Source: an optimization exercise on an open RTL-to-GDS flow (aim: small area and few clock cycles). Production flows keep margins and buffers that such runs may drop.
In this exercise RTL edits were held to simulation tests only and were not proved equivalent to the original.

==> flow/design.v (excerpt) <==
module huffman(
  input  logic       clk,
  input  logic       rst_n,
  input  logic       in_valid,
  input  logic [7:0] gray_data,
  output logic       CNT_valid,
  output logic [7:0] CNT1, CNT2, CNT3, CNT4, CNT5, CNT6,
  output logic       code_valid,
  output logic [7:0] HC1, HC2, HC3, HC4, HC5, HC6,
  output logic [7:0] M1, M2, M3, M4, M5, M6
);
==> module huffman, before the edit <==
module huffman(
  input  logic       clk,
  input  logic       rst_n,
  input  logic       in_valid,
  input  logic [7:0] gray_data,
  output logic       CNT_valid,
  output logic [7:0] CNT1, CNT2, CNT3, CNT4, CNT5, CNT6,
  output logic       code_valid,
  output logic [7:0] HC1, HC2, HC3, HC4, HC5, HC6,
  output logic [7:0] M1, M2, M3, M4, M5, M6
);
  localparam logic [2:0] IDLE = 3'd0, COUNT = 3'd1, MG2 = 3'd2, MG3 = 3'd3,
                         MG4 = 3'd4, MG5 = 3'd5;
  logic [2:0] st;
  logic [6:0] ncnt [6];    
  logic [6:0] cnt [6];
  always_comb for (int x = 0; x < 6; x++) cnt[x] = ~ncnt[x];
  logic [5:0] z;           
  assign z[5] = 1'b0;      
  logic       rel [6][6];  
  logic [2:0] par [6];     
  localparam logic [17:0] PMASK = {3'b111, 3'b011, 3'b011, 3'b001, 3'b000, 3'b000};
  logic [4:0] val [6];
  logic merge1, merging, late, clr;
  assign merge1  = (st == COUNT) & ~in_valid;
  assign merging = merge1 | (st >= MG2);
  assign late    = (st >= MG3);
  assign clr     = (st == IDLE) & ~in_valid;
  logic [5:0] pix;
  always_comb begin
    pix[5] = in_valid &  gray_data[2] &  gray_data[1];
    pix[4] = in_valid &  gray_data[2] & ~gray_data[1] &  gray_data[0];
    pix[3] = in_valid &  gray_data[2] & ~gray_data[1] & ~gray_data[0];
    pix[2] = in_valid & ~gray_data[2] &  gray_data[1] &  gray_data[0];
    pix[1] = in_valid & ~gray_data[2] &  gray_data[1] & ~gray_data[0];
    pix[0] = in_valid & ~gray_data[2] & ~gray_data[1] &  gray_data[0];
  end
  logic [5:0] a, b, sa, sb, r, d, gt;
  always_comb begin
    for (int x = 0; x < 6; x++) begin
      a[x] = 1'b1;
      b[x] = 1'b1;
      for (int y = 0; y < 6; y++)
        if (y < x) a[x] = a[x] & rel[y][x];
        else if (y > x) a[x] = a[x] & ~rel[x][y];
    end
    for (int x = 0; x < 6; x++) begin
      b[x] = ~a[x];
      for (int y = 0; y < 6; y++)
        if (y < x) b[x] = b[x] & (rel[y][x] | a[y]);
        else if (y > x) b[x] = b[x] & (~rel[x][y] | a[y]);
    end
    sa = merging ? a : pix;
    sb = merging ? b : 6'b0;
    for (int x = 0; x < 6; x++) begin
      r[x] = sa[x] | sb[x];
      for (int y = 0; y < x; y++) r[x] = r[x] & ~(sa[y] | sb[y]);
    end
    d = (sa | sb) & ~r;
    for (int j = 0; j < 6; j++) begin
      gt[j] = 1'b0;
      for (int x = j + 1; x < 6; x++) gt[j] = gt[j] | r[x];
    end
  end
  logic [6:0] ca, cb, sum;
  always_comb begin
    ca = '0;
    cb = '0;
    for (int x = 0; x < 6; x++) begin
      ca = ca | (cnt[x] & {7{sa[x]}});
      cb = cb | (cnt[x] & {7{sb[x]}});
    end
    sum = ca + cb + {6'b0, in_valid};
  end
  logic [5:0] xb;
  always_comb begin
    for (int j = 0; j < 6; j++) begin
      logic t;
      t = merging & ~(late & z[j]) | gt[j];
      for (int k = 0; k < 7; k++)
        t = (~sum[k] & cnt[j][k]) | (~(sum[k] ^ cnt[j][k]) & t);
      xb[j] = t;
    end
  end
  logic [5:0] dead, ina, inb;
  logic [2:0] ridx;
  always_comb begin
    for (int x = 0; x < 6; x++) dead[x] = &cnt[x][6:4];
    ina[0] = a[0];
    inb[0] = b[0];
    for (int s = 1; s < 6; s++) begin
      logic pa, pb;
      pa = ina[0];
      pb = inb[0];
      for (int q = 1; q < s; q++)
        if (par[s] == 3'(q)) begin
          pa = ina[q];
          pb = inb[q];
        end
      ina[s] = dead[s] ? pa : a[s];
      inb[s] = dead[s] ? pb : b[s];
    end
    ridx = 3'd0;
    for (int x = 0; x < 6; x++) if (r[x]) ridx = ridx | 3'(x);
  end
  logic [4:0] above [6];
  logic [4:0] vnext [6];
  always_comb begin
    for (int s = 0; s < 6; s++) begin
      above[s][4] = 1'b0;
      for (int j = 3; j >= 0; j--) above[s][j] = above[s][j + 1] | val[s][j + 1];
      for (int j = 0; j < 5; j++)
        vnext[s][j] = above[s][j] ? val[s][j] :
                      val[s][j]   ? ~inb[s] :
                      (j > 0) & (ina[s] | inb[s]) & val[s][(j > 0) ? j - 1 : 0];
    end
  end
  always_ff @(posedge clk) begin
    for (int x = 0; x < 6; x++) begin
      if (r[x] | clr) ncnt[x] <= ~sum;
      else if (d[x]) ncnt[x] <= ~(sum | 7'b1110000);
    end
    for (int x = 0; x < 5; x++) begin
      if (clr) z[x] <= 1'b0;
      else if (r[x] & late) z[x] <= 1'b1;
    end
    for (int i = 0; i < 6; i++)
      for (int j = i + 1; j < 6; j++) begin
        if (clr) rel[i][j] <= 1'b1;
        else if (d[j]) rel[i][j] <= 1'b0;
        else if (d[i]) rel[i][j] <= 1'b1;
        else if (r[i]) rel[i][j] <= ~xb[j];
        else if (r[j]) rel[i][j] <= xb[i];
      end
    for (int s = 0; s < 6; s++) begin
      if (!merging) val[s] <= 5'b00001;
      else val[s] <= vnext[s];
      if (d[s]) par[s] <= ridx & PMASK[3*s +: 3];
    end
  end
  always_ff @(posedge clk or negedge rst_n) begin
    if (!rst_n) st <= IDLE;
    else begin
      case (st)
        IDLE:    st <= in_valid ? COUNT : IDLE;
        COUNT:   st <= in_valid ? COUNT : MG2;
        MG2:     st <= MG3;
        MG3:     st <= MG4;
        MG4:     st <= MG5;
        default: st <= IDLE;
      endcase
    end
  end
  logic last;
  assign last = (st == MG5);
  logic [4:0] hc [6];
  logic [4:0] mk [6];
  always_comb begin
    for (int s = 0; s < 6; s++) begin
      hc[s] = {5{last}} & val[s] & (above[s] | {5{ina[s]}});
      mk[s] = {{4{last}} & (above[s][4:1] | val[s][4:1]), last};
    end
  end
  assign CNT_valid  = merge1;
  assign code_valid = last;
  assign CNT1 = {1'b0, cnt[0] & {7{merge1}}};
  assign CNT2 = {1'b0, cnt[1] & {7{merge1}}};
  assign CNT3 = {1'b0, cnt[2] & {7{merge1}}};
  assign CNT4 = {1'b0, cnt[3] & {7{merge1}}};
  assign CNT5 = {1'b0, cnt[4] & {7{merge1}}};
  assign CNT6 = {1'b0, cnt[5] & {7{merge1}}};
  assign HC1 = {3'b0, hc[0]};
  assign HC2 = {3'b0, hc[1]};
  assign HC3 = {3'b0, hc[2]};
  assign HC4 = {3'b0, hc[3]};
  assign HC5 = {3'b0, hc[4]};
  assign HC6 = {3'b0, hc[5]};
  assign M1 = {3'b0, mk[0]};
  assign M2 = {3'b0, mk[1]};
  assign M3 = {3'b0, mk[2]};
  assign M4 = {3'b0, mk[3]};
  assign M5 = {3'b0, mk[4]};
  assign M6 = {3'b0, mk[5]};
endmodule
==> flow/config.mk <==
export PLATFORM = sky130hd
export DESIGN_NAME = huffman
export DESIGN_NICKNAME = huffman
export VERILOG_FILES = /design/flow/design.v
export SDC_FILE = /design/flow/constraint.sdc
export NUM_CORES = 4
export LEC_CHECK = 0
export ABC_AREA = 1
export ABC_CLOCK_PERIOD_IN_PS = 12000
export CAP_MARGIN = 20
export CORE_MARGIN = 2
export CORE_UTILIZATION = 50
export GPL_TIMING_DRIVEN = 0
export SLEW_MARGIN = 20
==> flow/constraint.sdc <==
create_clock -name core_clock -period 12.0 [get_ports {clk}]
set_input_delay 2.4000 -clock core_clock [delete_from_list [all_inputs] [get_ports {clk}]]
set_output_delay 2.4000 -clock core_clock [all_outputs]
set_load 0.01 [all_outputs]
standard.sh (not shown) runs the stock make flow with config.mk's settings and CLKGATE_MAP_FILE= SYNTH_SCRIPT=/design/flow/synth_recipe.tcl, a recipe that flattens the netlist after the stock synthesis.
==> flow/flow/run.sh <==
#!/bin/bash
# Own layout flow: the standard synthesis, then its combinational logic
# re-mapped for area (every flip-flop kept as the standard synthesis made
# it, same instance name and cell), then the standard layout steps with
# small port buffers, one tie cell for the constant outputs and a clock
# tree of small buffers without dummy loads. Each tool's output goes to a log file here.
set -euo pipefail
here=$(pwd)
res=$here/orfs/results/$FLOW_PLATFORM/huffman/base
lib=$FLOW_HOME/platforms/$FLOW_PLATFORM/lib/sky130_fd_sc_hd__tt_025C_1v80.lib
yosys_bin=${YOSYS_EXE:-$FLOW_HOME/../tools/install/yosys/bin/yosys}

# 1. standard synthesis, netlist only
bash standard.sh "$res/1_2_yosys.v" > "$here/flow_synth.log" 2>&1
cp "$res/1_2_yosys.v" "$here/standard_synth.v"

# 2. re-map the combinational logic for area
grep -o 'cell *( *"\?sky130_fd_sc_hd__[a-z0-9_]*' "$lib" | sed 's/.*(\s*"\?//' \
  | grep -E "__(df|edf|sdf|sedf|dl|conb|lpflow|probe)" | tr '\n' ' ' > "$here/keep_cells.txt"
REOPT_LIB=$lib REOPT_KEEP=$here/keep_cells.txt REOPT_IN=$here/standard_synth.v \
  REOPT_OUT=$here/reopt.v REOPT_SCRIPT=$here/flow/area.abc \
  "$yosys_bin" -c "$here/flow/reopt.tcl" > "$here/flow_reopt.log" 2>&1
cp "$here/reopt.v" "$res/1_2_yosys.v"
rm -f "$res/1_synth.odb" "$res/1_synth.sdc"

# 3. the standard layout from there, ports buffered with the smallest buffer
cts="-sink_clustering_enable -repair_clock_nets -dont_use_dummy_load"
cts="$cts -buf_list sky130_fd_sc_hd__clkbuf_8 -root_buf sky130_fd_sc_hd__clkbuf_8"
cts="$cts -sink_clustering_size 30 -sink_clustering_max_diameter 100"
bash standard.sh "BUFFER_PORTS_ARGS=-buffer_cell sky130_fd_sc_hd__buf_1" \
  SKIP_REPAIR_TIE_FANOUT=1 "CTS_ARGS=$cts" finish \
  > "$here/flow_layout.log" 2>&1
Other scripts of this flow, unchanged in this note and not shown: flow/flow/area.abc, flow/flow/reopt.tcl
Testbench counts at the start, summed over its fixed seeds: cycles 20,344.
Edit:
--- a/flow/design.v
+++ b/flow/design.v
@@ -75,13 +75,13 @@
   logic [5:0] xb;
   always_comb begin
     for (int j = 0; j < 6; j++) begin
       logic t;
       t = merging & ~(late & z[j]) | gt[j];
       for (int k = 0; k < 7; k++)
-        t = (~sum[k] & cnt[j][k]) | (~(sum[k] ^ cnt[j][k]) & t);
+        t = (~sum[k] & cnt[j][k]) | (~sum[k] & t) | (cnt[j][k] & t);
       xb[j] = t;
     end
   end
   logic [5:0] dead, ina, inb;
   logic [2:0] ridx;
   always_comb begin
Wire length climbs by 0.62%.
Register-to-register slack gains 1.5 ns.
Setup slack gains 1.1 ns.
Sequential share of layout area increases by 0.17 points.
Global-route usage increases by 0.62 points.
Non-clock buffer count falls by 1.
Maximum frequency rose by 13%.
Flip-flop and latch count does not change.
Final area is lower by 0.47%.
Synthesized cell count came out lower by 2.3%.
Area after synthesis is lower by 0.66%.
Testbench counts after the change, summed over its fixed seeds: cycles 20,344.

-- what the ideal ports hide --
Ports are ideal in the flow. The routed layouts listed here were re-timed in OpenROAD.
Step 1 assumes that a clkbuf_16 drives the clock port and a buf_2 every other input.
Step 2 adds t to the input delays and takes it off the output delays; t is the mean of the earliest and latest rising clock arrival at the registers after step 1. Input paths then give back, and output paths get back, about the clock's delay inside the block.
Slacks: no drivers / after step 1 / after step 2; pairs: no drivers / after step 1.
run	t, ns	setup slack, ns	slew at the worst register clock pin (ns)
the first run	0.423	2.087 / 2.101 / 1.678	0.09 / 0.09
the second run	0.414	3.232 / 3.244 / 2.830	0.10 / 0.10
After both steps setup and hold are still met in every run listed. The setup slack of the first run, which loses most, moves by +0.014 ns with the drivers and by -0.409 ns with both steps.
